This design comes from an exercise in tuning for small area, a short achievable clock period and few clock cycles per item on the open sky130 flow, not from production work.
Where RTL was checked, it was by simulation tests only, not by an equivalence proof against the original.
Function not checked in run 1: the RTL went through the layout flow alone.

==> flow/design.v (outline; a module is shown in full before it is edited, if it fits) <==
// module lut_eval: 335 lines
// module lut_interp: 102 lines
// module lut_coef_rom: 140 lines
// module lut_master: 69 lines
module lut_master #(parameter data_width = 16) (
		input wire clk,
		input wire reset,
		input wire req,
		input wire [8 - 1 : 0] lut_handle,
		input wire [data_width - 1 : 0] req_arg,
		output wire [data_width - 1 : 0] data_out,
		output reg valid,
		output reg invalid_request
	);
  // ...
==> flow/flow/run.sh <==
#!/bin/bash
# Standard layout, with the input and output ports buffered by buf_4 cells
# instead of the delay buffers buffer_ports picks by default.
set -euo pipefail
bash standard.sh "BUFFER_PORTS_ARGS=-buffer_cell sky130_fd_sc_hd__buf_4" finish > make_finish.log 2>&1
==> flow/standard.sh <==
#!/bin/bash
# synth_recipe.tcl (not shown) runs the flow's synth.tcl, then flattens the netlist and writes it again
# the make line also repeats each setting of config.mk as NAME=value (left out here)
make -C /OpenROAD-flow-scripts/flow DESIGN_CONFIG=/design/flow/config.mk WORK_HOME=/design/flow/orfs CLKGATE_MAP_FILE= SYNTH_SCRIPT=/design/flow/synth_recipe.tcl "${@:-finish}"
==> flow/config.mk <==
export PLATFORM = sky130hd
export DESIGN_NAME = lut_master
export DESIGN_NICKNAME = lut_master
export VERILOG_FILES = /design/flow/design.v
export SDC_FILE = /design/flow/constraint.sdc
export NUM_CORES = 4
export LEC_CHECK = 0
export ABC_AREA = 1
export CAP_MARGIN = 20
export CORE_MARGIN = 2
export CORE_UTILIZATION = 45
export PLACE_DENSITY = 0.6
export SLEW_MARGIN = 20
export SYNTH_MEMORY_MAX_BITS = 70000
==> flow/constraint.sdc <==
create_clock -name core_clock -period 8.0 [get_ports {clk}]
set_input_delay 1.6000 -clock core_clock [delete_from_list [all_inputs] [get_ports {clk}]]
set_output_delay 1.6000 -clock core_clock [all_outputs]
set_load 0.01 [all_outputs]
==> metrics.yaml, run 1 <==
logic_synthesis:
  synth_edf_count: 0
  synth-adder-area-share_pct: 30.6
  synth_async_sr_flop_share_pct: 0
  yosys_warnings: 3
  yosysMostFrequentCell: "nand2_1"
  netlist_area_um2: 11800
cells_and_area:
  buffers: 105
  top_register: "ya_r"
  fillerInstances: 2620
  mostFrequentLayoutCell: "nand2_1"
  seqCellArea_um2: 1080
  layout_common_cells: "nand2_1, inv_1, fa_1"
  antenna_cells: 1
setup_path:
  cp_max_fo: 4
  slowest_stage: "fa_1"
  r2r_cells: 3
  cp_top_family: "adder cells"
  start_kind: "register"
status:
  outcome: "complete, no violations"
global_route:
  grt_use_total_pct: 37.5
  grt_max_degree: 38
  grtUsageMet2_pct: 60.5
floorplan:
  fp.dieW_um: 166
  rows: 59
  initial_utilization_pct: 45.6
route:
  via_count: 12400
  routed.top_layer: "met4"
  drt_iter0_drc: 1352
timing:
  rsz0062_at_grt: "false"
  hold_viol_final: 0
  fin_worst_skew_ps: 0.810
  setup_viol: 0
clock_tree:
  cts.path.max_buffers: 2
==> module lut_eval, before the edit <==
module lut_eval (
		input  wire [22:0] k,
		input  wire [13:0] c1,
		input  wire [5:0]  c2,
		input  wire        is_tanh,
		input  wire [4:0]  xs,
		input  wire [4:0]  xt,
		input  wire        mirror,
		input  wire        neg,
		output wire [15:0] ya,
		output wire [15:0] yb,
		output wire        c7,
		output wire [6:0]  lo,
		output wire [14:0] delta
	);
	reg [3:0] tp_s, tp_t;
	reg [4:0] qp_s, qp_t;
	reg [3:0] tn_s, tn_t;
	always @(*) begin
		case (xs)
			5'd0: begin tp_s = 4'd0; qp_s = 5'd0; tn_s = 4'd15; end
			5'd1: begin tp_s = 4'd1; qp_s = 5'd7; tn_s = 4'd14; end
			5'd2: begin tp_s = 4'd2; qp_s = 5'd13; tn_s = 4'd13; end
			5'd3: begin tp_s = 4'd3; qp_s = 5'd18; tn_s = 4'd12; end
			5'd4: begin tp_s = 4'd4; qp_s = 5'd22; tn_s = 4'd11; end
			5'd5: begin tp_s = 4'd5; qp_s = 5'd25; tn_s = 4'd10; end
			5'd6: begin tp_s = 4'd6; qp_s = 5'd27; tn_s = 4'd9; end
			5'd7: begin tp_s = 4'd7; qp_s = 5'd28; tn_s = 4'd8; end
			5'd8: begin tp_s = 4'd8; qp_s = 5'd28; tn_s = 4'd7; end
			5'd9: begin tp_s = 4'd9; qp_s = 5'd27; tn_s = 4'd6; end
			5'd10: begin tp_s = 4'd10; qp_s = 5'd25; tn_s = 4'd5; end
			5'd11: begin tp_s = 4'd11; qp_s = 5'd22; tn_s = 4'd4; end
			5'd12: begin tp_s = 4'd12; qp_s = 5'd18; tn_s = 4'd3; end
			5'd13: begin tp_s = 4'd13; qp_s = 5'd13; tn_s = 4'd2; end
			5'd14: begin tp_s = 4'd14; qp_s = 5'd7; tn_s = 4'd1; end
			5'd15: begin tp_s = 4'd15; qp_s = 5'd0; tn_s = 4'd0; end
			5'd16: begin tp_s = 4'd15; qp_s = 5'd0; tn_s = 4'd0; end
			5'd17: begin tp_s = 4'd14; qp_s = 5'd7; tn_s = 4'd1; end
			5'd18: begin tp_s = 4'd13; qp_s = 5'd13; tn_s = 4'd2; end
			5'd19: begin tp_s = 4'd12; qp_s = 5'd18; tn_s = 4'd3; end
			5'd20: begin tp_s = 4'd11; qp_s = 5'd22; tn_s = 4'd4; end
			5'd21: begin tp_s = 4'd10; qp_s = 5'd25; tn_s = 4'd5; end
			5'd22: begin tp_s = 4'd9; qp_s = 5'd27; tn_s = 4'd6; end
			5'd23: begin tp_s = 4'd8; qp_s = 5'd28; tn_s = 4'd7; end
			5'd24: begin tp_s = 4'd7; qp_s = 5'd28; tn_s = 4'd8; end
			5'd25: begin tp_s = 4'd6; qp_s = 5'd27; tn_s = 4'd9; end
			5'd26: begin tp_s = 4'd5; qp_s = 5'd25; tn_s = 4'd10; end
			5'd27: begin tp_s = 4'd4; qp_s = 5'd22; tn_s = 4'd11; end
			5'd28: begin tp_s = 4'd3; qp_s = 5'd18; tn_s = 4'd12; end
			5'd29: begin tp_s = 4'd2; qp_s = 5'd13; tn_s = 4'd13; end
			5'd30: begin tp_s = 4'd1; qp_s = 5'd7; tn_s = 4'd14; end
			5'd31: begin tp_s = 4'd0; qp_s = 5'd0; tn_s = 4'd15; end
			default: begin tp_s = 4'd0; qp_s = 5'd0; tn_s = 4'd0; end
		endcase
		case (xt)
			5'd0: begin tp_t = 4'd0; qp_t = 5'd0; tn_t = 4'd15; end
			5'd1: begin tp_t = 4'd1; qp_t = 5'd7; tn_t = 4'd14; end
			5'd2: begin tp_t = 4'd2; qp_t = 5'd13; tn_t = 4'd13; end
			5'd3: begin tp_t = 4'd3; qp_t = 5'd18; tn_t = 4'd12; end
			5'd4: begin tp_t = 4'd4; qp_t = 5'd22; tn_t = 4'd11; end
			5'd5: begin tp_t = 4'd5; qp_t = 5'd25; tn_t = 4'd10; end
			5'd6: begin tp_t = 4'd6; qp_t = 5'd27; tn_t = 4'd9; end
			5'd7: begin tp_t = 4'd7; qp_t = 5'd28; tn_t = 4'd8; end
			5'd8: begin tp_t = 4'd8; qp_t = 5'd28; tn_t = 4'd7; end
			5'd9: begin tp_t = 4'd9; qp_t = 5'd27; tn_t = 4'd6; end
			5'd10: begin tp_t = 4'd10; qp_t = 5'd25; tn_t = 4'd5; end
			5'd11: begin tp_t = 4'd11; qp_t = 5'd22; tn_t = 4'd4; end
			5'd12: begin tp_t = 4'd12; qp_t = 5'd18; tn_t = 4'd3; end
			5'd13: begin tp_t = 4'd13; qp_t = 5'd13; tn_t = 4'd2; end
			5'd14: begin tp_t = 4'd14; qp_t = 5'd7; tn_t = 4'd1; end
			5'd15: begin tp_t = 4'd15; qp_t = 5'd0; tn_t = 4'd0; end
			5'd16: begin tp_t = 4'd15; qp_t = 5'd0; tn_t = 4'd0; end
			5'd17: begin tp_t = 4'd14; qp_t = 5'd7; tn_t = 4'd1; end
			5'd18: begin tp_t = 4'd13; qp_t = 5'd13; tn_t = 4'd2; end
			5'd19: begin tp_t = 4'd12; qp_t = 5'd18; tn_t = 4'd3; end
			5'd20: begin tp_t = 4'd11; qp_t = 5'd22; tn_t = 4'd4; end
			5'd21: begin tp_t = 4'd10; qp_t = 5'd25; tn_t = 4'd5; end
			5'd22: begin tp_t = 4'd9; qp_t = 5'd27; tn_t = 4'd6; end
			5'd23: begin tp_t = 4'd8; qp_t = 5'd28; tn_t = 4'd7; end
			5'd24: begin tp_t = 4'd7; qp_t = 5'd28; tn_t = 4'd8; end
			5'd25: begin tp_t = 4'd6; qp_t = 5'd27; tn_t = 4'd9; end
			5'd26: begin tp_t = 4'd5; qp_t = 5'd25; tn_t = 4'd10; end
			5'd27: begin tp_t = 4'd4; qp_t = 5'd22; tn_t = 4'd11; end
			5'd28: begin tp_t = 4'd3; qp_t = 5'd18; tn_t = 4'd12; end
			5'd29: begin tp_t = 4'd2; qp_t = 5'd13; tn_t = 4'd13; end
			5'd30: begin tp_t = 4'd1; qp_t = 5'd7; tn_t = 4'd14; end
			5'd31: begin tp_t = 4'd0; qp_t = 5'd0; tn_t = 4'd15; end
			default: begin tp_t = 4'd0; qp_t = 5'd0; tn_t = 4'd0; end
		endcase
	end
	wire [3:0] tp = is_tanh ? tp_t : tp_s;
	wire [4:0] qp = is_tanh ? qp_t : qp_s;
	wire [3:0] tn = is_tanh ? tn_t : tn_s;
	wire [15:0] cc = mirror ? (neg ? 16'hff12 : 16'hff13) : (neg ? 16'hffff : 16'h0000);
	wire nt_0_s = k[0] ^ (c1[0] & tp[0]) ^ (c2[0] & qp[0]);
	wire nt_0_c = (k[0] & (c1[0] & tp[0])) | (k[0] & (c2[0] & qp[0])) | ((c1[0] & tp[0]) & (c2[0] & qp[0]));
	wire nt_1_s = k[1] ^ (c1[1] & tp[0]) ^ (c1[0] & tp[1]);
	wire nt_1_c = (k[1] & (c1[1] & tp[0])) | (k[1] & (c1[0] & tp[1])) | ((c1[1] & tp[0]) & (c1[0] & tp[1]));
	wire nt_2_s = k[2] ^ (c1[2] & tp[0]) ^ (c1[1] & tp[1]);
	wire nt_2_c = (k[2] & (c1[2] & tp[0])) | (k[2] & (c1[1] & tp[1])) | ((c1[2] & tp[0]) & (c1[1] & tp[1]));
	wire nt_3_s = (c1[0] & tp[2]) ^ (c2[2] & qp[0]) ^ (c2[1] & qp[1]);
	wire nt_3_c = ((c1[0] & tp[2]) & (c2[2] & qp[0])) | ((c1[0] & tp[2]) & (c2[1] & qp[1])) | ((c2[2] & qp[0]) & (c2[1] & qp[1]));
	wire nt_4_s = k[3] ^ (c1[3] & tp[0]) ^ (c1[2] & tp[1]);
	wire nt_4_c = (k[3] & (c1[3] & tp[0])) | (k[3] & (c1[2] & tp[1])) | ((c1[3] & tp[0]) & (c1[2] & tp[1]));
	wire nt_5_s = (c1[1] & tp[2]) ^ (c1[0] & tp[3]) ^ (c2[3] & qp[0]);
	wire nt_5_c = ((c1[1] & tp[2]) & (c1[0] & tp[3])) | ((c1[1] & tp[2]) & (c2[3] & qp[0])) | ((c1[0] & tp[3]) & (c2[3] & qp[0]));
	wire nt_6_s = (c2[2] & qp[1]) ^ (c2[1] & qp[2]) ^ (c2[0] & qp[3]);
	wire nt_6_c = ((c2[2] & qp[1]) & (c2[1] & qp[2])) | ((c2[2] & qp[1]) & (c2[0] & qp[3])) | ((c2[1] & qp[2]) & (c2[0] & qp[3]));
	wire nt_7_s = k[4] ^ (c1[4] & tp[0]) ^ (c1[3] & tp[1]);
	wire nt_7_c = (k[4] & (c1[4] & tp[0])) | (k[4] & (c1[3] & tp[1])) | ((c1[4] & tp[0]) & (c1[3] & tp[1]));
	wire nt_8_s = (c1[2] & tp[2]) ^ (c1[1] & tp[3]) ^ (c2[4] & qp[0]);
	wire nt_8_c = ((c1[2] & tp[2]) & (c1[1] & tp[3])) | ((c1[2] & tp[2]) & (c2[4] & qp[0])) | ((c1[1] & tp[3]) & (c2[4] & qp[0]));
	wire nt_9_s = (c2[3] & qp[1]) ^ (c2[2] & qp[2]) ^ (c2[1] & qp[3]);
	wire nt_9_c = ((c2[3] & qp[1]) & (c2[2] & qp[2])) | ((c2[3] & qp[1]) & (c2[1] & qp[3])) | ((c2[2] & qp[2]) & (c2[1] & qp[3]));
	wire nt_10_s = k[5] ^ (c1[5] & tp[0]) ^ (c1[4] & tp[1]);
	wire nt_10_c = (k[5] & (c1[5] & tp[0])) | (k[5] & (c1[4] & tp[1])) | ((c1[5] & tp[0]) & (c1[4] & tp[1]));
	wire nt_11_s = (c1[3] & tp[2]) ^ (c1[2] & tp[3]) ^ (c2[5] & qp[0]);
	wire nt_11_c = ((c1[3] & tp[2]) & (c1[2] & tp[3])) | ((c1[3] & tp[2]) & (c2[5] & qp[0])) | ((c1[2] & tp[3]) & (c2[5] & qp[0]));
	wire nt_12_s = (c2[4] & qp[1]) ^ (c2[3] & qp[2]) ^ (c2[2] & qp[3]);
	wire nt_12_c = ((c2[4] & qp[1]) & (c2[3] & qp[2])) | ((c2[4] & qp[1]) & (c2[2] & qp[3])) | ((c2[3] & qp[2]) & (c2[2] & qp[3]));
	wire nt_13_s = k[6] ^ (c1[6] & tp[0]) ^ (c1[5] & tp[1]);
	wire nt_13_c = (k[6] & (c1[6] & tp[0])) | (k[6] & (c1[5] & tp[1])) | ((c1[6] & tp[0]) & (c1[5] & tp[1]));
	wire nt_14_s = (c1[4] & tp[2]) ^ (c1[3] & tp[3]) ^ (c2[5] & qp[1]);
	wire nt_14_c = ((c1[4] & tp[2]) & (c1[3] & tp[3])) | ((c1[4] & tp[2]) & (c2[5] & qp[1])) | ((c1[3] & tp[3]) & (c2[5] & qp[1]));
	wire nt_15_s = (c2[4] & qp[2]) ^ (c2[3] & qp[3]) ^ (c2[2] & qp[4]);
	wire nt_15_c = ((c2[4] & qp[2]) & (c2[3] & qp[3])) | ((c2[4] & qp[2]) & (c2[2] & qp[4])) | ((c2[3] & qp[3]) & (c2[2] & qp[4]));
	wire nt_16_s = cc[0] ^ k[7] ^ (c1[7] & tp[0]);
	wire nt_16_c = (cc[0] & k[7]) | (cc[0] & (c1[7] & tp[0])) | (k[7] & (c1[7] & tp[0]));
	wire nt_17_s = (c1[6] & tp[1]) ^ (c1[5] & tp[2]) ^ (c1[4] & tp[3]);
	wire nt_17_c = ((c1[6] & tp[1]) & (c1[5] & tp[2])) | ((c1[6] & tp[1]) & (c1[4] & tp[3])) | ((c1[5] & tp[2]) & (c1[4] & tp[3]));
	wire nt_18_s = (c2[5] & qp[2]) ^ (c2[4] & qp[3]) ^ (c2[3] & qp[4]);
	wire nt_18_c = ((c2[5] & qp[2]) & (c2[4] & qp[3])) | ((c2[5] & qp[2]) & (c2[3] & qp[4])) | ((c2[4] & qp[3]) & (c2[3] & qp[4]));
	wire nt_19_s = cc[1] ^ k[8] ^ (c1[8] & tp[0]);
	wire nt_19_c = (cc[1] & k[8]) | (cc[1] & (c1[8] & tp[0])) | (k[8] & (c1[8] & tp[0]));
	wire nt_20_s = (c1[7] & tp[1]) ^ (c1[6] & tp[2]) ^ (c1[5] & tp[3]);
	wire nt_20_c = ((c1[7] & tp[1]) & (c1[6] & tp[2])) | ((c1[7] & tp[1]) & (c1[5] & tp[3])) | ((c1[6] & tp[2]) & (c1[5] & tp[3]));
	wire nt_21_s = cc[2] ^ k[9] ^ (c1[9] & tp[0]);
	wire nt_21_c = (cc[2] & k[9]) | (cc[2] & (c1[9] & tp[0])) | (k[9] & (c1[9] & tp[0]));
	wire nt_22_s = (c1[8] & tp[1]) ^ (c1[7] & tp[2]) ^ (c1[6] & tp[3]);
	wire nt_22_c = ((c1[8] & tp[1]) & (c1[7] & tp[2])) | ((c1[8] & tp[1]) & (c1[6] & tp[3])) | ((c1[7] & tp[2]) & (c1[6] & tp[3]));
	wire nt_23_s = cc[3] ^ k[10] ^ (c1[10] & tp[0]);
	wire nt_23_c = (cc[3] & k[10]) | (cc[3] & (c1[10] & tp[0])) | (k[10] & (c1[10] & tp[0]));
	wire nt_24_s = (c1[9] & tp[1]) ^ (c1[8] & tp[2]) ^ (c1[7] & tp[3]);
	wire nt_24_c = ((c1[9] & tp[1]) & (c1[8] & tp[2])) | ((c1[9] & tp[1]) & (c1[7] & tp[3])) | ((c1[8] & tp[2]) & (c1[7] & tp[3]));
	wire nt_25_s = cc[4] ^ k[11] ^ (c1[11] & tp[0]);
	wire nt_25_c = (cc[4] & k[11]) | (cc[4] & (c1[11] & tp[0])) | (k[11] & (c1[11] & tp[0]));
	wire nt_26_s = (c1[10] & tp[1]) ^ (c1[9] & tp[2]) ^ (c1[8] & tp[3]);
	wire nt_26_c = ((c1[10] & tp[1]) & (c1[9] & tp[2])) | ((c1[10] & tp[1]) & (c1[8] & tp[3])) | ((c1[9] & tp[2]) & (c1[8] & tp[3]));
	wire nt_27_s = cc[5] ^ k[12] ^ (c1[12] & tp[0]);
	wire nt_27_c = (cc[5] & k[12]) | (cc[5] & (c1[12] & tp[0])) | (k[12] & (c1[12] & tp[0]));
	wire nt_28_s = (c1[11] & tp[1]) ^ (c1[10] & tp[2]) ^ (c1[9] & tp[3]);
	wire nt_28_c = ((c1[11] & tp[1]) & (c1[10] & tp[2])) | ((c1[11] & tp[1]) & (c1[9] & tp[3])) | ((c1[10] & tp[2]) & (c1[9] & tp[3]));
	wire nt_29_s = cc[6] ^ k[13] ^ (c1[13] & tp[0]);
	wire nt_29_c = (cc[6] & k[13]) | (cc[6] & (c1[13] & tp[0])) | (k[13] & (c1[13] & tp[0]));
	wire nt_30_s = (c1[12] & tp[1]) ^ (c1[11] & tp[2]) ^ (c1[10] & tp[3]);
	wire nt_30_c = ((c1[12] & tp[1]) & (c1[11] & tp[2])) | ((c1[12] & tp[1]) & (c1[10] & tp[3])) | ((c1[11] & tp[2]) & (c1[10] & tp[3]));
	wire nt_31_s = cc[7] ^ k[14] ^ (c1[13] & tp[1]);
	wire nt_31_c = (cc[7] & k[14]) | (cc[7] & (c1[13] & tp[1])) | (k[14] & (c1[13] & tp[1]));
	wire nt_32_s = cc[8] ^ k[15] ^ (c1[13] & tp[2]);
	wire nt_32_c = (cc[8] & k[15]) | (cc[8] & (c1[13] & tp[2])) | (k[15] & (c1[13] & tp[2]));
	wire nt_33_s = cc[9] ^ k[16] ^ (c1[13] & tp[3]);
	wire nt_33_c = (cc[9] & k[16]) | (cc[9] & (c1[13] & tp[3])) | (k[16] & (c1[13] & tp[3]));
	wire nt_34_s = (c2[1] & qp[0]) ^ (c2[0] & qp[1]) ^ nt_0_c;
	wire nt_34_c = ((c2[1] & qp[0]) & (c2[0] & qp[1])) | ((c2[1] & qp[0]) & nt_0_c) | ((c2[0] & qp[1]) & nt_0_c);
	wire nt_35_s = (c2[0] & qp[2]) ^ nt_1_c ^ nt_2_s;
	wire nt_35_c = ((c2[0] & qp[2]) & nt_1_c) | ((c2[0] & qp[2]) & nt_2_s) | (nt_1_c & nt_2_s);
	wire nt_36_s = nt_2_c ^ nt_3_c ^ nt_4_s;
	wire nt_36_c = (nt_2_c & nt_3_c) | (nt_2_c & nt_4_s) | (nt_3_c & nt_4_s);
	wire nt_37_s = (c2[0] & qp[4]) ^ nt_4_c ^ nt_5_c;
	wire nt_37_c = ((c2[0] & qp[4]) & nt_4_c) | ((c2[0] & qp[4]) & nt_5_c) | (nt_4_c & nt_5_c);
	wire nt_38_s = nt_6_c ^ nt_7_s ^ nt_8_s;
	wire nt_38_c = (nt_6_c & nt_7_s) | (nt_6_c & nt_8_s) | (nt_7_s & nt_8_s);
	wire nt_39_s = (c2[1] & qp[4]) ^ nt_7_c ^ nt_8_c;
	wire nt_39_c = ((c2[1] & qp[4]) & nt_7_c) | ((c2[1] & qp[4]) & nt_8_c) | (nt_7_c & nt_8_c);
	wire nt_40_s = nt_9_c ^ nt_10_s ^ nt_11_s;
	wire nt_40_c = (nt_9_c & nt_10_s) | (nt_9_c & nt_11_s) | (nt_10_s & nt_11_s);
	wire nt_41_s = nt_10_c ^ nt_11_c ^ nt_12_c;
	wire nt_41_c = (nt_10_c & nt_11_c) | (nt_10_c & nt_12_c) | (nt_11_c & nt_12_c);
	wire nt_42_s = nt_13_s ^ nt_14_s ^ nt_15_s;
	wire nt_42_c = (nt_13_s & nt_14_s) | (nt_13_s & nt_15_s) | (nt_14_s & nt_15_s);
	wire nt_43_s = nt_13_c ^ nt_14_c ^ nt_15_c;
	wire nt_43_c = (nt_13_c & nt_14_c) | (nt_13_c & nt_15_c) | (nt_14_c & nt_15_c);
	wire nt_44_s = nt_16_s ^ nt_17_s ^ nt_18_s;
	wire nt_44_c = (nt_16_s & nt_17_s) | (nt_16_s & nt_18_s) | (nt_17_s & nt_18_s);
	wire nt_45_s = (c2[5] & qp[3]) ^ (c2[4] & qp[4]) ^ nt_16_c;
	wire nt_45_c = ((c2[5] & qp[3]) & (c2[4] & qp[4])) | ((c2[5] & qp[3]) & nt_16_c) | ((c2[4] & qp[4]) & nt_16_c);
	wire nt_46_s = nt_17_c ^ nt_18_c ^ nt_19_s;
	wire nt_46_c = (nt_17_c & nt_18_c) | (nt_17_c & nt_19_s) | (nt_18_c & nt_19_s);
	wire nt_47_s = (c2[5] & qp[4]) ^ nt_19_c ^ nt_20_c;
	wire nt_47_c = ((c2[5] & qp[4]) & nt_19_c) | ((c2[5] & qp[4]) & nt_20_c) | (nt_19_c & nt_20_c);
	wire nt_48_s = nt_21_c ^ nt_22_c ^ nt_23_s;
	wire nt_48_c = (nt_21_c & nt_22_c) | (nt_21_c & nt_23_s) | (nt_22_c & nt_23_s);
	wire nt_49_s = nt_23_c ^ nt_24_c ^ nt_25_s;
	wire nt_49_c = (nt_23_c & nt_24_c) | (nt_23_c & nt_25_s) | (nt_24_c & nt_25_s);
	wire nt_50_s = nt_25_c ^ nt_26_c ^ nt_27_s;
	wire nt_50_c = (nt_25_c & nt_26_c) | (nt_25_c & nt_27_s) | (nt_26_c & nt_27_s);
	wire nt_51_s = nt_27_c ^ nt_28_c ^ nt_29_s;
	wire nt_51_c = (nt_27_c & nt_28_c) | (nt_27_c & nt_29_s) | (nt_28_c & nt_29_s);
	wire nt_52_s = (c1[12] & tp[2]) ^ (c1[11] & tp[3]) ^ nt_29_c;
	wire nt_52_c = ((c1[12] & tp[2]) & (c1[11] & tp[3])) | ((c1[12] & tp[2]) & nt_29_c) | ((c1[11] & tp[3]) & nt_29_c);
	wire nt_53_s = (c1[12] & tp[3]) ^ nt_31_c ^ nt_32_s;
	wire nt_53_c = ((c1[12] & tp[3]) & nt_31_c) | ((c1[12] & tp[3]) & nt_32_s) | (nt_31_c & nt_32_s);
	wire nt_54_s = cc[10] ^ k[17] ^ nt_33_c;
	wire nt_54_c = (cc[10] & k[17]) | (cc[10] & nt_33_c) | (k[17] & nt_33_c);
	wire nt_55_s = nt_3_s ^ nt_34_c ^ nt_35_s;
	wire nt_55_c = (nt_3_s & nt_34_c) | (nt_3_s & nt_35_s) | (nt_34_c & nt_35_s);
	wire nt_56_s = nt_5_s ^ nt_6_s ^ nt_35_c;
	wire nt_56_c = (nt_5_s & nt_6_s) | (nt_5_s & nt_35_c) | (nt_6_s & nt_35_c);
	wire nt_57_s = nt_9_s ^ nt_36_c ^ nt_37_s;
	wire nt_57_c = (nt_9_s & nt_36_c) | (nt_9_s & nt_37_s) | (nt_36_c & nt_37_s);
	wire nt_58_s = nt_12_s ^ nt_37_c ^ nt_38_c;
	wire nt_58_c = (nt_12_s & nt_37_c) | (nt_12_s & nt_38_c) | (nt_37_c & nt_38_c);
	wire nt_59_s = nt_39_c ^ nt_40_c ^ nt_41_s;
	wire nt_59_c = (nt_39_c & nt_40_c) | (nt_39_c & nt_41_s) | (nt_40_c & nt_41_s);
	wire nt_60_s = nt_41_c ^ nt_42_c ^ nt_43_s;
	wire nt_60_c = (nt_41_c & nt_42_c) | (nt_41_c & nt_43_s) | (nt_42_c & nt_43_s);
	wire nt_61_s = nt_20_s ^ nt_43_c ^ nt_44_c;
	wire nt_61_c = (nt_20_s & nt_43_c) | (nt_20_s & nt_44_c) | (nt_43_c & nt_44_c);
	wire nt_62_s = nt_21_s ^ nt_22_s ^ nt_45_c;
	wire nt_62_c = (nt_21_s & nt_22_s) | (nt_21_s & nt_45_c) | (nt_22_s & nt_45_c);
	wire nt_63_s = nt_24_s ^ nt_47_c ^ nt_48_s;
	wire nt_63_c = (nt_24_s & nt_47_c) | (nt_24_s & nt_48_s) | (nt_47_c & nt_48_s);
	wire nt_64_s = nt_26_s ^ nt_48_c ^ nt_49_s;
	wire nt_64_c = (nt_26_s & nt_48_c) | (nt_26_s & nt_49_s) | (nt_48_c & nt_49_s);
	wire nt_65_s = nt_28_s ^ nt_49_c ^ nt_50_s;
	wire nt_65_c = (nt_28_s & nt_49_c) | (nt_28_s & nt_50_s) | (nt_49_c & nt_50_s);
	wire nt_66_s = nt_30_s ^ nt_50_c ^ nt_51_s;
	wire nt_66_c = (nt_30_s & nt_50_c) | (nt_30_s & nt_51_s) | (nt_50_c & nt_51_s);
	wire nt_67_s = nt_30_c ^ nt_31_s ^ nt_51_c;
	wire nt_67_c = (nt_30_c & nt_31_s) | (nt_30_c & nt_51_c) | (nt_31_s & nt_51_c);
	wire nt_68_s = nt_32_c ^ nt_33_s ^ nt_53_c;
	wire nt_68_c = (nt_32_c & nt_33_s) | (nt_32_c & nt_53_c) | (nt_33_s & nt_53_c);
	wire nt_69_s = cc[11] ^ k[18] ^ nt_54_c;
	wire nt_69_c = (cc[11] & k[18]) | (cc[11] & nt_54_c) | (k[18] & nt_54_c);
	wire nt_70_s = nt_36_s ^ nt_55_c ^ nt_56_s;
	wire nt_70_c = (nt_36_s & nt_55_c) | (nt_36_s & nt_56_s) | (nt_55_c & nt_56_s);
	wire nt_71_s = nt_38_s ^ nt_56_c ^ nt_57_s;
	wire nt_71_c = (nt_38_s & nt_56_c) | (nt_38_s & nt_57_s) | (nt_56_c & nt_57_s);
	wire nt_72_s = nt_39_s ^ nt_40_s ^ nt_57_c;
	wire nt_72_c = (nt_39_s & nt_40_s) | (nt_39_s & nt_57_c) | (nt_40_s & nt_57_c);
	wire nt_73_s = nt_42_s ^ nt_58_c ^ nt_59_s;
	wire nt_73_c = (nt_42_s & nt_58_c) | (nt_42_s & nt_59_s) | (nt_58_c & nt_59_s);
	wire nt_74_s = nt_44_s ^ nt_59_c ^ nt_60_s;
	wire nt_74_c = (nt_44_s & nt_59_c) | (nt_44_s & nt_60_s) | (nt_59_c & nt_60_s);
	wire nt_75_s = nt_45_s ^ nt_46_s ^ nt_60_c;
	wire nt_75_c = (nt_45_s & nt_46_s) | (nt_45_s & nt_60_c) | (nt_46_s & nt_60_c);
	wire nt_76_s = nt_46_c ^ nt_47_s ^ nt_61_c;
	wire nt_76_c = (nt_46_c & nt_47_s) | (nt_46_c & nt_61_c) | (nt_47_s & nt_61_c);
	wire nt_77_s = nt_52_s ^ nt_66_c ^ nt_67_s;
	wire nt_77_c = (nt_52_s & nt_66_c) | (nt_52_s & nt_67_s) | (nt_66_c & nt_67_s);
	wire nt_78_s = nt_52_c ^ nt_53_s ^ nt_67_c;
	wire nt_78_c = (nt_52_c & nt_53_s) | (nt_52_c & nt_67_c) | (nt_53_s & nt_67_c);
	wire nt_79_s = cc[12] ^ k[19] ^ nt_69_c;
	wire nt_79_c = (cc[12] & k[19]) | (cc[12] & nt_69_c) | (k[19] & nt_69_c);
	wire nt_80_s = nt_58_s ^ nt_71_c ^ nt_72_s;
	wire nt_80_c = (nt_58_s & nt_71_c) | (nt_58_s & nt_72_s) | (nt_71_c & nt_72_s);
	wire nt_81_s = nt_61_s ^ nt_74_c ^ nt_75_s;
	wire nt_81_c = (nt_61_s & nt_74_c) | (nt_61_s & nt_75_s) | (nt_74_c & nt_75_s);
	wire nt_82_s = nt_62_s ^ nt_75_c ^ nt_76_s;
	wire nt_82_c = (nt_62_s & nt_75_c) | (nt_62_s & nt_76_s) | (nt_75_c & nt_76_s);
	wire nt_83_s = nt_62_c ^ nt_63_s ^ nt_76_c;
	wire nt_83_c = (nt_62_c & nt_63_s) | (nt_62_c & nt_76_c) | (nt_63_s & nt_76_c);
	wire nt_84_s = cc[13] ^ k[20] ^ nt_79_c;
	wire nt_84_c = (cc[13] & k[20]) | (cc[13] & nt_79_c) | (k[20] & nt_79_c);
	wire nt_85_s = nt_72_c ^ nt_73_s ^ nt_80_c;
	wire nt_85_c = (nt_72_c & nt_73_s) | (nt_72_c & nt_80_c) | (nt_73_s & nt_80_c);
	wire nt_86_s = nt_63_c ^ nt_64_s ^ nt_83_c;
	wire nt_86_c = (nt_63_c & nt_64_s) | (nt_63_c & nt_83_c) | (nt_64_s & nt_83_c);
	wire nt_87_s = cc[14] ^ k[21] ^ nt_84_c;
	wire nt_87_c = (cc[14] & k[21]) | (cc[14] & nt_84_c) | (k[21] & nt_84_c);
	wire nt_88_s = nt_73_c ^ nt_74_s ^ nt_85_c;
	wire nt_88_c = (nt_73_c & nt_74_s) | (nt_73_c & nt_85_c) | (nt_74_s & nt_85_c);
	wire nt_89_s = nt_64_c ^ nt_65_s ^ nt_86_c;
	wire nt_89_c = (nt_64_c & nt_65_s) | (nt_64_c & nt_86_c) | (nt_65_s & nt_86_c);
	wire nt_90_s = cc[15] ^ k[22] ^ nt_87_c;
	wire nt_90_c = (cc[15] & k[22]) | (cc[15] & nt_87_c) | (k[22] & nt_87_c);
	wire nt_91_s = nt_65_c ^ nt_66_s ^ nt_89_c;
	wire nt_91_c = (nt_65_c & nt_66_s) | (nt_65_c & nt_89_c) | (nt_66_s & nt_89_c);
	wire [22:0] nt_a = {nt_90_s, nt_87_s, nt_84_s, nt_79_s, nt_69_s, nt_54_s, nt_68_s, nt_77_c, nt_91_c, nt_91_s, nt_89_s, nt_86_s, nt_82_c, nt_81_c, nt_81_s, nt_88_s, nt_85_s, nt_80_s, nt_70_c, nt_70_s, nt_55_s, nt_1_s, nt_0_s};
	wire [22:0] nt_b = {1'b0, 1'b0, 1'b0, 1'b0, 1'b0, nt_68_c, nt_78_c, nt_78_s, nt_77_s, 1'b0, 1'b0, 1'b0, nt_83_s, nt_82_s, nt_88_c, 1'b0, 1'b0, 1'b0, nt_71_s, 1'b0, 1'b0, nt_34_s, 1'b0};
	wire [7:0] s2 = {1'b0, nt_a[6:0]} + {1'b0, nt_b[6:0]};
	assign c7 = s2[7];
	assign lo = s2[6:0];
	assign ya = nt_a[22:7];
	assign yb = nt_b[22:7];
	wire dt_0_s = c1[1] ^ (c2[1] & tn[0]) ^ (c2[0] & tn[1]);
	wire dt_0_c = (c1[1] & (c2[1] & tn[0])) | (c1[1] & (c2[0] & tn[1])) | ((c2[1] & tn[0]) & (c2[0] & tn[1]));
	wire dt_1_s = c1[2] ^ (c2[2] & tn[0]) ^ (c2[1] & tn[1]);
	wire dt_1_c = (c1[2] & (c2[2] & tn[0])) | (c1[2] & (c2[1] & tn[1])) | ((c2[2] & tn[0]) & (c2[1] & tn[1]));
	wire dt_2_s = ~tn[3] ^ c1[3] ^ (c2[3] & tn[0]);
	wire dt_2_c = (~tn[3] & c1[3]) | (~tn[3] & (c2[3] & tn[0])) | (c1[3] & (c2[3] & tn[0]));
	wire dt_3_s = (c2[2] & tn[1]) ^ (c2[1] & tn[2]) ^ (~c2[0] & ~tn[3]);
	wire dt_3_c = ((c2[2] & tn[1]) & (c2[1] & tn[2])) | ((c2[2] & tn[1]) & (~c2[0] & ~tn[3])) | ((c2[1] & tn[2]) & (~c2[0] & ~tn[3]));
	wire dt_4_s = c1[4] ^ (c2[4] & tn[0]) ^ (c2[3] & tn[1]);
	wire dt_4_c = (c1[4] & (c2[4] & tn[0])) | (c1[4] & (c2[3] & tn[1])) | ((c2[4] & tn[0]) & (c2[3] & tn[1]));
	wire dt_5_s = c1[5] ^ (c2[5] & tn[0]) ^ (c2[4] & tn[1]);
	wire dt_5_c = (c1[5] & (c2[5] & tn[0])) | (c1[5] & (c2[4] & tn[1])) | ((c2[5] & tn[0]) & (c2[4] & tn[1]));
	wire dt_6_s = c1[6] ^ (c2[5] & tn[1]) ^ (c2[4] & tn[2]);
	wire dt_6_c = (c1[6] & (c2[5] & tn[1])) | (c1[6] & (c2[4] & tn[2])) | ((c2[5] & tn[1]) & (c2[4] & tn[2]));
	wire dt_7_s = c1[7] ^ (c2[5] & tn[2]) ^ (~c2[4] & ~tn[3]);
	wire dt_7_c = (c1[7] & (c2[5] & tn[2])) | (c1[7] & (~c2[4] & ~tn[3])) | ((c2[5] & tn[2]) & (~c2[4] & ~tn[3]));
	wire dt_8_s = (c2[0] & tn[2]) ^ dt_0_c ^ dt_1_s;
	wire dt_8_c = ((c2[0] & tn[2]) & dt_0_c) | ((c2[0] & tn[2]) & dt_1_s) | (dt_0_c & dt_1_s);
	wire dt_9_s = dt_1_c ^ dt_2_s ^ dt_3_s;
	wire dt_9_c = (dt_1_c & dt_2_s) | (dt_1_c & dt_3_s) | (dt_2_s & dt_3_s);
	wire dt_10_s = (c2[2] & tn[2]) ^ (~c2[1] & ~tn[3]) ^ dt_2_c;
	wire dt_10_c = ((c2[2] & tn[2]) & (~c2[1] & ~tn[3])) | ((c2[2] & tn[2]) & dt_2_c) | ((~c2[1] & ~tn[3]) & dt_2_c);
	wire dt_11_s = (c2[3] & tn[2]) ^ (~c2[2] & ~tn[3]) ^ dt_4_c;
	wire dt_11_c = ((c2[3] & tn[2]) & (~c2[2] & ~tn[3])) | ((c2[3] & tn[2]) & dt_4_c) | ((~c2[2] & ~tn[3]) & dt_4_c);
	wire dt_12_s = (~c2[3] & ~tn[3]) ^ dt_5_c ^ dt_6_s;
	wire dt_12_c = ((~c2[3] & ~tn[3]) & dt_5_c) | ((~c2[3] & ~tn[3]) & dt_6_s) | (dt_5_c & dt_6_s);
	wire dt_13_s = c1[8] ^ (~c2[5] & ~tn[3]) ^ dt_7_c;
	wire dt_13_c = (c1[8] & (~c2[5] & ~tn[3])) | (c1[8] & dt_7_c) | ((~c2[5] & ~tn[3]) & dt_7_c);
	wire dt_14_s = dt_3_c ^ dt_4_s ^ dt_9_c;
	wire dt_14_c = (dt_3_c & dt_4_s) | (dt_3_c & dt_9_c) | (dt_4_s & dt_9_c);
	wire dt_15_s = dt_5_s ^ dt_10_c ^ dt_11_s;
	wire dt_15_c = (dt_5_s & dt_10_c) | (dt_5_s & dt_11_s) | (dt_10_c & dt_11_s);
	wire dt_16_s = dt_6_c ^ dt_7_s ^ dt_12_c;
	wire dt_16_c = (dt_6_c & dt_7_s) | (dt_6_c & dt_12_c) | (dt_7_s & dt_12_c);
	wire dt_17_s = ~tn[3] ^ c1[9] ^ dt_13_c;
	wire dt_17_c = (~tn[3] & c1[9]) | (~tn[3] & dt_13_c) | (c1[9] & dt_13_c);
	wire dt_18_s = dt_11_c ^ dt_12_s ^ dt_15_c;
	wire dt_18_c = (dt_11_c & dt_12_s) | (dt_11_c & dt_15_c) | (dt_12_s & dt_15_c);
	wire dt_19_s = ~tn[3] ^ c1[10] ^ dt_17_c;
	wire dt_19_c = (~tn[3] & c1[10]) | (~tn[3] & dt_17_c) | (c1[10] & dt_17_c);
	wire dt_20_s = ~tn[3] ^ c1[11] ^ dt_19_c;
	wire dt_20_c = (~tn[3] & c1[11]) | (~tn[3] & dt_19_c) | (c1[11] & dt_19_c);
	wire dt_21_s = ~tn[3] ^ c1[12] ^ dt_20_c;
	wire dt_21_c = (~tn[3] & c1[12]) | (~tn[3] & dt_20_c) | (c1[12] & dt_20_c);
	wire dt_22_s = ~tn[3] ^ c1[13] ^ dt_21_c;
	wire dt_22_c = (~tn[3] & c1[13]) | (~tn[3] & dt_21_c) | (c1[13] & dt_21_c);
	wire [14:0] dt_a = {dt_22_c, dt_22_s, dt_21_s, dt_20_s, dt_19_s, dt_17_s, dt_13_s, dt_16_s, dt_18_s, dt_14_c, dt_10_s, dt_8_c, dt_8_s, dt_0_s, c1[0]};
	wire [14:0] dt_b = {~tn[3], 1'b0, 1'b0, 1'b0, 1'b0, 1'b0, dt_16_c, dt_18_c, 1'b0, dt_15_s, dt_14_s, dt_9_s, 1'b0, 1'b0, (c2[0] & tn[0])};
	assign delta = dt_a + dt_b;
endmodule
==> module lut_interp, before the edit <==
module lut_interp (
		input  wire [15:0] ya,
		input  wire [15:0] yb,
		input  wire        c7,
		input  wire [6:0]  lo,
		input  wire [14:0] delta,
		input  wire [3:0]  frac,
		input  wire        mirror,
		input  wire        neg,
		output wire [15:0] interpolated
	);
	wire dneg = mirror ^ neg;
	wire [14:0] dsum = delta + {8'd0, lo};
	wire [7:0] d = dsum[14:7];
	wire ee = dneg & frac[3] & d[0];
	wire gt_0_s = ya[0] ^ yb[0] ^ c7;
	wire gt_0_c = (ya[0] & yb[0]) | (ya[0] & c7) | (yb[0] & c7);
	wire gt_1_s = ((frac[3] & d[1]) ^ mirror) ^ ((frac[2] & d[2]) ^ mirror) ^ ((frac[1] & d[3]) ^ mirror);
	wire gt_1_c = (((frac[3] & d[1]) ^ mirror) & ((frac[2] & d[2]) ^ mirror)) | (((frac[3] & d[1]) ^ mirror) & ((frac[1] & d[3]) ^ mirror)) | (((frac[2] & d[2]) ^ mirror) & ((frac[1] & d[3]) ^ mirror));
	wire gt_2_s = ((frac[0] & d[4]) ^ mirror) ^ (mirror & d[0]) ^ (ee ^ mirror);
	wire gt_2_c = (((frac[0] & d[4]) ^ mirror) & (mirror & d[0])) | (((frac[0] & d[4]) ^ mirror) & (ee ^ mirror)) | ((mirror & d[0]) & (ee ^ mirror));
	wire gt_3_s = ya[1] ^ yb[1] ^ ((frac[3] & d[2]) ^ mirror);
	wire gt_3_c = (ya[1] & yb[1]) | (ya[1] & ((frac[3] & d[2]) ^ mirror)) | (yb[1] & ((frac[3] & d[2]) ^ mirror));
	wire gt_4_s = ((frac[2] & d[3]) ^ mirror) ^ ((frac[1] & d[4]) ^ mirror) ^ ((frac[0] & d[5]) ^ mirror);
	wire gt_4_c = (((frac[2] & d[3]) ^ mirror) & ((frac[1] & d[4]) ^ mirror)) | (((frac[2] & d[3]) ^ mirror) & ((frac[0] & d[5]) ^ mirror)) | (((frac[1] & d[4]) ^ mirror) & ((frac[0] & d[5]) ^ mirror));
	wire gt_5_s = ya[2] ^ yb[2] ^ ((frac[3] & d[3]) ^ mirror);
	wire gt_5_c = (ya[2] & yb[2]) | (ya[2] & ((frac[3] & d[3]) ^ mirror)) | (yb[2] & ((frac[3] & d[3]) ^ mirror));
	wire gt_6_s = ((frac[2] & d[4]) ^ mirror) ^ ((frac[1] & d[5]) ^ mirror) ^ ((frac[0] & d[6]) ^ mirror);
	wire gt_6_c = (((frac[2] & d[4]) ^ mirror) & ((frac[1] & d[5]) ^ mirror)) | (((frac[2] & d[4]) ^ mirror) & ((frac[0] & d[6]) ^ mirror)) | (((frac[1] & d[5]) ^ mirror) & ((frac[0] & d[6]) ^ mirror));
	wire gt_7_s = ya[3] ^ yb[3] ^ ((frac[3] & d[4]) ^ mirror);
	wire gt_7_c = (ya[3] & yb[3]) | (ya[3] & ((frac[3] & d[4]) ^ mirror)) | (yb[3] & ((frac[3] & d[4]) ^ mirror));
	wire gt_8_s = ((frac[2] & d[5]) ^ mirror) ^ ((frac[1] & d[6]) ^ mirror) ^ ((frac[0] & d[7]) ^ mirror);
	wire gt_8_c = (((frac[2] & d[5]) ^ mirror) & ((frac[1] & d[6]) ^ mirror)) | (((frac[2] & d[5]) ^ mirror) & ((frac[0] & d[7]) ^ mirror)) | (((frac[1] & d[6]) ^ mirror) & ((frac[0] & d[7]) ^ mirror));
	wire gt_9_s = ya[4] ^ yb[4] ^ ((frac[3] & d[5]) ^ mirror);
	wire gt_9_c = (ya[4] & yb[4]) | (ya[4] & ((frac[3] & d[5]) ^ mirror)) | (yb[4] & ((frac[3] & d[5]) ^ mirror));
	wire gt_10_s = ((frac[2] & d[6]) ^ mirror) ^ ((frac[1] & d[7]) ^ mirror) ^ (mirror & d[4]);
	wire gt_10_c = (((frac[2] & d[6]) ^ mirror) & ((frac[1] & d[7]) ^ mirror)) | (((frac[2] & d[6]) ^ mirror) & (mirror & d[4])) | (((frac[1] & d[7]) ^ mirror) & (mirror & d[4]));
	wire gt_11_s = ya[5] ^ yb[5] ^ ((frac[3] & d[6]) ^ mirror);
	wire gt_11_c = (ya[5] & yb[5]) | (ya[5] & ((frac[3] & d[6]) ^ mirror)) | (yb[5] & ((frac[3] & d[6]) ^ mirror));
	wire gt_12_s = ya[6] ^ yb[6] ^ ((frac[3] & d[7]) ^ mirror);
	wire gt_12_c = (ya[6] & yb[6]) | (ya[6] & ((frac[3] & d[7]) ^ mirror)) | (yb[6] & ((frac[3] & d[7]) ^ mirror));
	wire gt_13_s = ya[7] ^ yb[7] ^ (mirror & d[7]);
	wire gt_13_c = (ya[7] & yb[7]) | (ya[7] & (mirror & d[7])) | (yb[7] & (mirror & d[7]));
	wire gt_14_s = gt_0_s ^ gt_1_s ^ gt_2_s;
	wire gt_14_c = (gt_0_s & gt_1_s) | (gt_0_s & gt_2_s) | (gt_1_s & gt_2_s);
	wire gt_15_s = gt_0_c ^ (mirror & d[1]) ^ gt_1_c;
	wire gt_15_c = (gt_0_c & (mirror & d[1])) | (gt_0_c & gt_1_c) | ((mirror & d[1]) & gt_1_c);
	wire gt_16_s = gt_3_s ^ gt_4_s ^ gt_2_c;
	wire gt_16_c = (gt_3_s & gt_4_s) | (gt_3_s & gt_2_c) | (gt_4_s & gt_2_c);
	wire gt_17_s = (mirror & d[2]) ^ gt_3_c ^ gt_4_c;
	wire gt_17_c = ((mirror & d[2]) & gt_3_c) | ((mirror & d[2]) & gt_4_c) | (gt_3_c & gt_4_c);
	wire gt_18_s = (mirror & d[3]) ^ gt_5_c ^ gt_6_c;
	wire gt_18_c = ((mirror & d[3]) & gt_5_c) | ((mirror & d[3]) & gt_6_c) | (gt_5_c & gt_6_c);
	wire gt_19_s = gt_7_c ^ gt_8_c ^ gt_9_s;
	wire gt_19_c = (gt_7_c & gt_8_c) | (gt_7_c & gt_9_s) | (gt_8_c & gt_9_s);
	wire gt_20_s = ((frac[2] & d[7]) ^ mirror) ^ (mirror & d[5]) ^ gt_9_c;
	wire gt_20_c = (((frac[2] & d[7]) ^ mirror) & (mirror & d[5])) | (((frac[2] & d[7]) ^ mirror) & gt_9_c) | ((mirror & d[5]) & gt_9_c);
	wire gt_21_s = (mirror & d[6]) ^ gt_11_c ^ gt_12_s;
	wire gt_21_c = ((mirror & d[6]) & gt_11_c) | ((mirror & d[6]) & gt_12_s) | (gt_11_c & gt_12_s);
	wire gt_22_s = ya[8] ^ yb[8] ^ gt_13_c;
	wire gt_22_c = (ya[8] & yb[8]) | (ya[8] & gt_13_c) | (yb[8] & gt_13_c);
	wire gt_23_s = gt_15_s ^ gt_14_c ^ gt_16_s;
	wire gt_23_c = (gt_15_s & gt_14_c) | (gt_15_s & gt_16_s) | (gt_14_c & gt_16_s);
	wire gt_24_s = gt_5_s ^ gt_6_s ^ gt_15_c;
	wire gt_24_c = (gt_5_s & gt_6_s) | (gt_5_s & gt_15_c) | (gt_6_s & gt_15_c);
	wire gt_25_s = gt_7_s ^ gt_8_s ^ gt_17_c;
	wire gt_25_c = (gt_7_s & gt_8_s) | (gt_7_s & gt_17_c) | (gt_8_s & gt_17_c);
	wire gt_26_s = gt_10_s ^ gt_18_c ^ gt_19_s;
	wire gt_26_c = (gt_10_s & gt_18_c) | (gt_10_s & gt_19_s) | (gt_18_c & gt_19_s);
	wire gt_27_s = gt_10_c ^ gt_11_s ^ gt_19_c;
	wire gt_27_c = (gt_10_c & gt_11_s) | (gt_10_c & gt_19_c) | (gt_11_s & gt_19_c);
	wire gt_28_s = gt_12_c ^ gt_13_s ^ gt_21_c;
	wire gt_28_c = (gt_12_c & gt_13_s) | (gt_12_c & gt_21_c) | (gt_13_s & gt_21_c);
	wire gt_29_s = ya[9] ^ yb[9] ^ gt_22_c;
	wire gt_29_c = (ya[9] & yb[9]) | (ya[9] & gt_22_c) | (yb[9] & gt_22_c);
	wire gt_30_s = gt_17_s ^ gt_16_c ^ gt_24_s;
	wire gt_30_c = (gt_17_s & gt_16_c) | (gt_17_s & gt_24_s) | (gt_16_c & gt_24_s);
	wire gt_31_s = gt_18_s ^ gt_24_c ^ gt_25_s;
	wire gt_31_c = (gt_18_s & gt_24_c) | (gt_18_s & gt_25_s) | (gt_24_c & gt_25_s);
	wire gt_32_s = gt_20_s ^ gt_26_c ^ gt_27_s;
	wire gt_32_c = (gt_20_s & gt_26_c) | (gt_20_s & gt_27_s) | (gt_26_c & gt_27_s);
	wire gt_33_s = gt_20_c ^ gt_21_s ^ gt_27_c;
	wire gt_33_c = (gt_20_c & gt_21_s) | (gt_20_c & gt_27_c) | (gt_21_s & gt_27_c);
	wire gt_34_s = ya[10] ^ yb[10] ^ gt_29_c;
	wire gt_34_c = (ya[10] & yb[10]) | (ya[10] & gt_29_c) | (yb[10] & gt_29_c);
	wire gt_35_s = gt_25_c ^ gt_26_s ^ gt_31_c;
	wire gt_35_c = (gt_25_c & gt_26_s) | (gt_25_c & gt_31_c) | (gt_26_s & gt_31_c);
	wire gt_36_s = ya[11] ^ yb[11] ^ gt_34_c;
	wire gt_36_c = (ya[11] & yb[11]) | (ya[11] & gt_34_c) | (yb[11] & gt_34_c);
	wire gt_37_s = ya[12] ^ yb[12] ^ gt_36_c;
	wire gt_37_c = (ya[12] & yb[12]) | (ya[12] & gt_36_c) | (yb[12] & gt_36_c);
	wire gt_38_s = ya[13] ^ yb[13] ^ gt_37_c;
	wire gt_38_c = (ya[13] & yb[13]) | (ya[13] & gt_37_c) | (yb[13] & gt_37_c);
	wire gt_39_s = ya[14] ^ yb[14] ^ gt_38_c;
	wire gt_39_c = (ya[14] & yb[14]) | (ya[14] & gt_38_c) | (yb[14] & gt_38_c);
	wire gt_40_s = ya[15] ^ yb[15] ^ gt_39_c;
	wire gt_40_c = (ya[15] & yb[15]) | (ya[15] & gt_39_c) | (yb[15] & gt_39_c);
	wire [15:0] gt_a = {gt_40_s, gt_39_s, gt_38_s, gt_37_s, gt_36_s, gt_34_s, gt_29_s, gt_22_s, gt_28_s, gt_32_c, gt_32_s, gt_35_s, gt_30_c, gt_23_c, gt_23_s, gt_14_s};
	wire [15:0] gt_b = {1'b0, 1'b0, 1'b0, 1'b0, 1'b0, 1'b0, 1'b0, gt_28_c, gt_33_c, gt_33_s, gt_35_c, 1'b0, gt_31_s, gt_30_s, 1'b0, 1'b0};
	wire [15:0] s = gt_a + gt_b;
	assign interpolated = s ^ {16{neg}};
endmodule
==> module lut_master, before the edit <==
module lut_master #(parameter data_width = 16) (
		input wire clk,
		input wire reset,
		input wire req,
		input wire [8 - 1 : 0] lut_handle,
		input wire [data_width - 1 : 0] req_arg,
		output wire [data_width - 1 : 0] data_out,
		output reg valid,
		output reg invalid_request
	);
	wire handle_ok = (lut_handle[8 - 1 : 1] == 0);
	wire is_tanh   = lut_handle[0];
	always @(posedge clk) begin
		if (reset) begin
			invalid_request <= 0;
			valid <= 0;
		end
		else begin
			if (req && !handle_ok)
				invalid_request <= 1;
			valid <= req && handle_ok && !invalid_request;
		end
	end
	wire       mirror = is_tanh ? req_arg[15] : req_arg[13];
	wire       neg    = is_tanh ? req_arg[15] : req_arg[14];
	wire [9:0] pair_a = (is_tanh ? req_arg[14:5] : {1'b0, req_arg[12:4]}) ^ {10{mirror}};
	wire [3:0] frac   = is_tanh ? req_arg[4:1] : req_arg[3:0];
	wire [22:0] k;
	wire [13:0] c1;
	wire [5:0]  c2;
	wire [15:0] ya, yb;
	wire        c7;
	wire [6:0]  lo;
	wire [14:0] delta;
	lut_coef_rom coef (.addr({is_tanh, pair_a[9:4]}), .k(k), .c1(c1), .c2(c2));
	lut_eval eval (
		.k(k), .c1(c1), .c2(c2),
		.is_tanh(is_tanh),
		.xs({req_arg[13], req_arg[7:4]}),
		.xt({req_arg[15], req_arg[8:5]}),
		.mirror(mirror),
		.neg(neg),
		.ya(ya), .yb(yb), .c7(c7), .lo(lo), .delta(delta)
	);
	reg [15:0] ya_r, yb_r;
	reg        c7_r;
	reg [6:0]  lo_r;
	reg [14:0] delta_r;
	reg [3:0]  frac_r;
	reg        mirror_r;
	reg        neg_r;
	always @(posedge clk) begin
		ya_r     <= ya;
		yb_r     <= yb;
		c7_r     <= c7;
		lo_r     <= lo;
		delta_r  <= delta;
		frac_r   <= frac;
		mirror_r <= mirror;
		neg_r    <= neg;
	end
	lut_interp interp (
		.ya(ya_r), .yb(yb_r), .c7(c7_r), .lo(lo_r), .delta(delta_r),
		.frac(frac_r),
		.mirror(mirror_r),
		.neg(neg_r),
		.interpolated(data_out)
	);
endmodule
==> run 2, diff against run 1 <==
--- a/flow/design.v
+++ b/flow/design.v
@@ -11,8 +11,8 @@
 		output wire [15:0] ya,
 		output wire [15:0] yb,
 		output wire        c7,
-		output wire [6:0]  lo,
-		output wire [14:0] delta
+		output wire [7:0]  dh,
+		output wire        e
 	);
 	reg [3:0] tp_s, tp_t;
 	reg [4:0] qp_s, qp_t;
@@ -281,7 +281,6 @@
 	wire [22:0] nt_b = {1'b0, 1'b0, 1'b0, 1'b0, 1'b0, nt_68_c, nt_78_c, nt_78_s, nt_77_s, 1'b0, 1'b0, 1'b0, nt_83_s, nt_82_s, nt_88_c, 1'b0, 1'b0, 1'b0, nt_71_s, 1'b0, 1'b0, nt_34_s, 1'b0};
 	wire [7:0] s2 = {1'b0, nt_a[6:0]} + {1'b0, nt_b[6:0]};
 	assign c7 = s2[7];
-	assign lo = s2[6:0];
 	assign ya = nt_a[22:7];
 	assign yb = nt_b[22:7];
 	wire dt_0_s = c1[1] ^ (c2[1] & tn[0]) ^ (c2[0] & tn[1]);
@@ -332,22 +331,24 @@
 	wire dt_22_c = (~tn[3] & c1[13]) | (~tn[3] & dt_21_c) | (c1[13] & dt_21_c);
 	wire [14:0] dt_a = {dt_22_c, dt_22_s, dt_21_s, dt_20_s, dt_19_s, dt_17_s, dt_13_s, dt_16_s, dt_18_s, dt_14_c, dt_10_s, dt_8_c, dt_8_s, dt_0_s, c1[0]};
 	wire [14:0] dt_b = {~tn[3], 1'b0, 1'b0, 1'b0, 1'b0, 1'b0, dt_16_c, dt_18_c, 1'b0, dt_15_s, dt_14_s, dt_9_s, 1'b0, 1'b0, (c2[0] & tn[0])};
-	assign delta = dt_a + dt_b;
+	wire [14:0] delta = dt_a + dt_b;
+	wire [8:0] s3 = {2'b0, delta[6:0]} + {2'b0, nt_a[6:0]} + {2'b0, nt_b[6:0]};
+	assign dh = delta[14:7];
+	assign e  = s3[7] ^ s2[7];
 endmodule
 module lut_interp (
 		input  wire [15:0] ya,
 		input  wire [15:0] yb,
 		input  wire        c7,
-		input  wire [6:0]  lo,
-		input  wire [14:0] delta,
+		input  wire [7:0]  dh,
+		input  wire        e,
 		input  wire [3:0]  frac,
 		input  wire        mirror,
 		input  wire        neg,
 		output wire [15:0] interpolated
 	);
 	wire dneg = mirror ^ neg;
-	wire [14:0] dsum = delta + {8'd0, lo};
-	wire [7:0] d = dsum[14:7];
+	wire [7:0] d = dh + {7'd0, e};
 	wire ee = dneg & frac[3] & d[0];
 	wire gt_0_s = ya[0] ^ yb[0] ^ c7;
 	wire gt_0_c = (ya[0] & yb[0]) | (ya[0] & c7) | (yb[0] & c7);
@@ -612,8 +613,8 @@
 	wire [5:0]  c2;
 	wire [15:0] ya, yb;
 	wire        c7;
-	wire [6:0]  lo;
-	wire [14:0] delta;
+	wire [7:0]  dh;
+	wire        e;
 	lut_coef_rom coef (.addr({is_tanh, pair_a[9:4]}), .k(k), .c1(c1), .c2(c2));
 	lut_eval eval (
 		.k(k), .c1(c1), .c2(c2),
@@ -622,12 +623,12 @@
 		.xt({req_arg[15], req_arg[8:5]}),
 		.mirror(mirror),
 		.neg(neg),
-		.ya(ya), .yb(yb), .c7(c7), .lo(lo), .delta(delta)
+		.ya(ya), .yb(yb), .c7(c7), .dh(dh), .e(e)
 	);
 	reg [15:0] ya_r, yb_r;
 	reg        c7_r;
-	reg [6:0]  lo_r;
-	reg [14:0] delta_r;
+	reg [7:0]  dh_r;
+	reg        e_r;
 	reg [3:0]  frac_r;
 	reg        mirror_r;
 	reg        neg_r;
@@ -635,14 +636,14 @@
 		ya_r     <= ya;
 		yb_r     <= yb;
 		c7_r     <= c7;
-		lo_r     <= lo;
-		delta_r  <= delta;
+		dh_r     <= dh;
+		e_r      <= e;
 		frac_r   <= frac;
 		mirror_r <= mirror;
 		neg_r    <= neg;
 	end
 	lut_interp interp (
-		.ya(ya_r), .yb(yb_r), .c7(c7_r), .lo(lo_r), .delta(delta_r),
+		.ya(ya_r), .yb(yb_r), .c7(c7_r), .dh(dh_r), .e(e_r),
 		.frac(frac_r),
 		.mirror(mirror_r),
 		.neg(neg_r),
==> metrics.yaml, run 2 <==
status:
  outcome: "complete, no violations"
clock_tree:
  cts_resized: 0
  cts_sinks: 41
  cts.path.max_buffers: 2  # unchanged
  postCtsSetupBuffers: 0
  hold_buffers: 0
  clk_transition_reported_paths_ps: 60
  root_buffer: "clkbuf_16"
  htree_levels: 2
  clk_latency_ps: 290
  cts_tree: "yes"
  cts_buffers: 5
logic_synthesis:
  avgSynthCellArea_um2: 6.69
  synth_top_area_cell: "fa_1"
  synth_common_cells: "nand2_1, inv_1, nor2_1"
  ys_seq_area_share_pct: 7.54
  yosys-top-cells-area: "fa_1, nand2_1, inv_1"
  syn_inst: 1627
  synth_fp_nets: 1847
  synthFlopType: "dfxtp_1"
  yosys_warnings: 3  # unchanged
  synth.ff_latch_count: 41
  netlist_area_um2: 10900  # -7.9%
  synth_edf_count: 0  # unchanged
  ys_types: 51
  yosysMostFrequentCell: "nand2_1"
  synth.top_cell.area_share_pct: 27.2
  synth_async_sr_flop_share_pct: 0  # unchanged
timing:
  slew_headroom_pct: 24.7
  fin_worst_skew_ps: 0.00899  # -0.801 ps
  timing.hold.ws_ps: 471
  fin_crit_sh_pct: 97.0
  setup_viol: 0  # unchanged
  tightest_slew_ps: 1120
  rsz0062_at_grt: "false"
  setup_ws_ps: 244
  period_minus_slack_ps: 7760
  final-max-slew-violation-count: 0
  hold_viol_final: 0  # unchanged
  fmax_ghz: 0.129
setup_path:
  slowest_stage: "fa_1"
  cpMostUsedCell: "fa_1"
  start_kind: "primary input"
  reg2reg_from: "invalid_request"
  max_stage_delay_ps: 530
  crit_start: "lut_handle[0]"
  cp_max_fo: 18  # +14
  arrival_ps: 7950
  critPathCaptureType: "register"
  cp_top_family: "adder cells"
  worst-setup-path-type: "primary input to register"
  cp_num_buf_inv: 7
  required_ps: 8190
floorplan:
  fp.dieW_um: 160  # -3.9%
  die-area_um2: 25500
  coreArea_um2: 23600
  ios: 45
  initial_utilization_pct: 46.1  # +0.49 points
  die_height_um: 160
  rows: 56  # -5.1%
route:
  drt_iter0_drc: 1599  # +18%
  drt-pass1-iter-count: 7
  via_count: 12000  # -3.2%
  wl_per_cell_um: 23.9
  viasPerCell: 5.85
  wl_um: 49000
  ant_nets: 0
  drc_errors: 0
placement:
  dp_slack_ps: -87.9
  dp_hpwl_um: 40400
  gp_congestion: 1.20
  portBuffers: 44
cells_and_area:
  layout_common_cells: "nand2_1, inv_1, nor2_1"
  area_delta_synth_final_pct: 13.4
  drive_above_1_share_pct: 12.7
  largest_reg_flops: 16
  top_register: "ya_r"
  antenna_cells: 0  # -1
  mostFrequentLayoutCell: "nand2_1"
  fin_nets: 1948
global_route:
  grt_first_pass_wirelength_um: 73200
  overflow: 0
  grt_max_degree: 35  # -7.9%
  grt_antenna_before_repair: 0
  grt_pass1_vias: 11900
  grt_use_total_pct: 38.4  # +0.83 points
min_path:
  hold_path_class: "register to register"
  hold_start: "invalid_request"
job:
  drv_cap: 0
## run 2: cell types whose count changed after synthesis, moves of 6 or more
cell      delta
o21ai_0     +33
nand3_1     -27
nand2_2     -25
nor2_1      +16
dfxtp_1     -13
nand2_1     +13
buf_1       +11
ha_1        -11
inv_1       -10
buf_6        -9
o211ai_1     -9
o21ai_2      -8
buf_8        -6
## run 2: cell families after synthesis
group,Yosys count,synth area share [%]
compound gates,225,12.0
xor+xnor,76,6.28
fa+ha+maj,193,32.4
buf+inv,343,12.7
flops,41,7.54
simple gates,749,29.1
## run 2: path summary, 6_finish.rpt
path / endpoint / slack, ps / cells past startpoint
worst min register to register: invalid_request / 470 / 2
worst max register to register: valid / 7310 / 3
worst min-delay path: invalid_request / 470 / 2
worst max-delay path: e_r / 240 / 28
## run 2: worst reg2reg max path: cells and delay by family, from the launching register on
family / cells / cell delay [ps]
buffers and inverters: 1 / 60
DFF: 1 / 310
and+or+nand+nor: 2 / 240
## run 2: routing by layer
layer | vias up | track usage [%] | routed length, um
met5 | - | 0 | 0
met4 | 0 | 22.1 | 3570
met3 | 198 | 7.87 | 4890
met2 | 735 | 61.7 | 22000
met1 | 5750 | 47.9 | 18500
li1 | 5288 | - | -
## run 2: final cells by class
type	instances	area, um^2
flip-flops and latches	41	821
inverters	286	1070
clock inverters	3	17.5
multi-input cells	1243	8700
clock buffers	5	125
repair buffers	151	1210
well taps	319	399
fillers	2391	11300
## run 2: metrics by stage
step / util, % / instance area [um^2] / setup TNS [ps] / cells
3_5_place_dp: 51.6 / 12200 / -87.9 / 2040
3_3_place_gp: 51.6 / 12200 / -33.1 / 2040
5_1_grt: 52.3 / 12300 / 0 / 2048
2_1_floorplan: - / 10900 / 0 / 1627
4_1_cts: 52.2 / 12300 / 0 / 2048
6_report: 52.3 / 12300 / 0 / 2048
Testbench counts of run 2, summed over its fixed seeds: cycles 12,008, items 12,000.

==> port drivers added, routing unchanged <==
The flow's constraints put no driver on any port. The routed layouts listed below were extracted and timed again, unchanged, in two steps.
Step 1 sets driving cells, clkbuf_16 on the clock port and buf_2 on the other inputs (assumed; they add their load-dependent delay and slew).
Step 2 adds t to the input delays and takes it off the output delays; t is the mean of the earliest and latest rising clock arrival at the registers after step 1. Input paths then give back, and output paths get back, about the clock's delay inside the block.
Three values: ideal, step 1, step 2; two values: the first two.
run | shift t [ns] | setup WS [ns] | worst setup path at the end | slew at the worst register clock pin (ns) | cell pins on the clock port's net
run 1 | 0.356 | 0.472 / 0.425 / 0.279 | input to register | 0.08 / 0.08 | 1
run 2 | 0.331 | 0.244 / 0.263 / -0.068 | input to register | 0.06 / 0.06 | 1
With both steps, setup timing fails in run 2, where it was met with ideal ports. The setup slack of run 2, which loses most, moves by +0.019 ns with the drivers and by -0.312 ns with both steps.
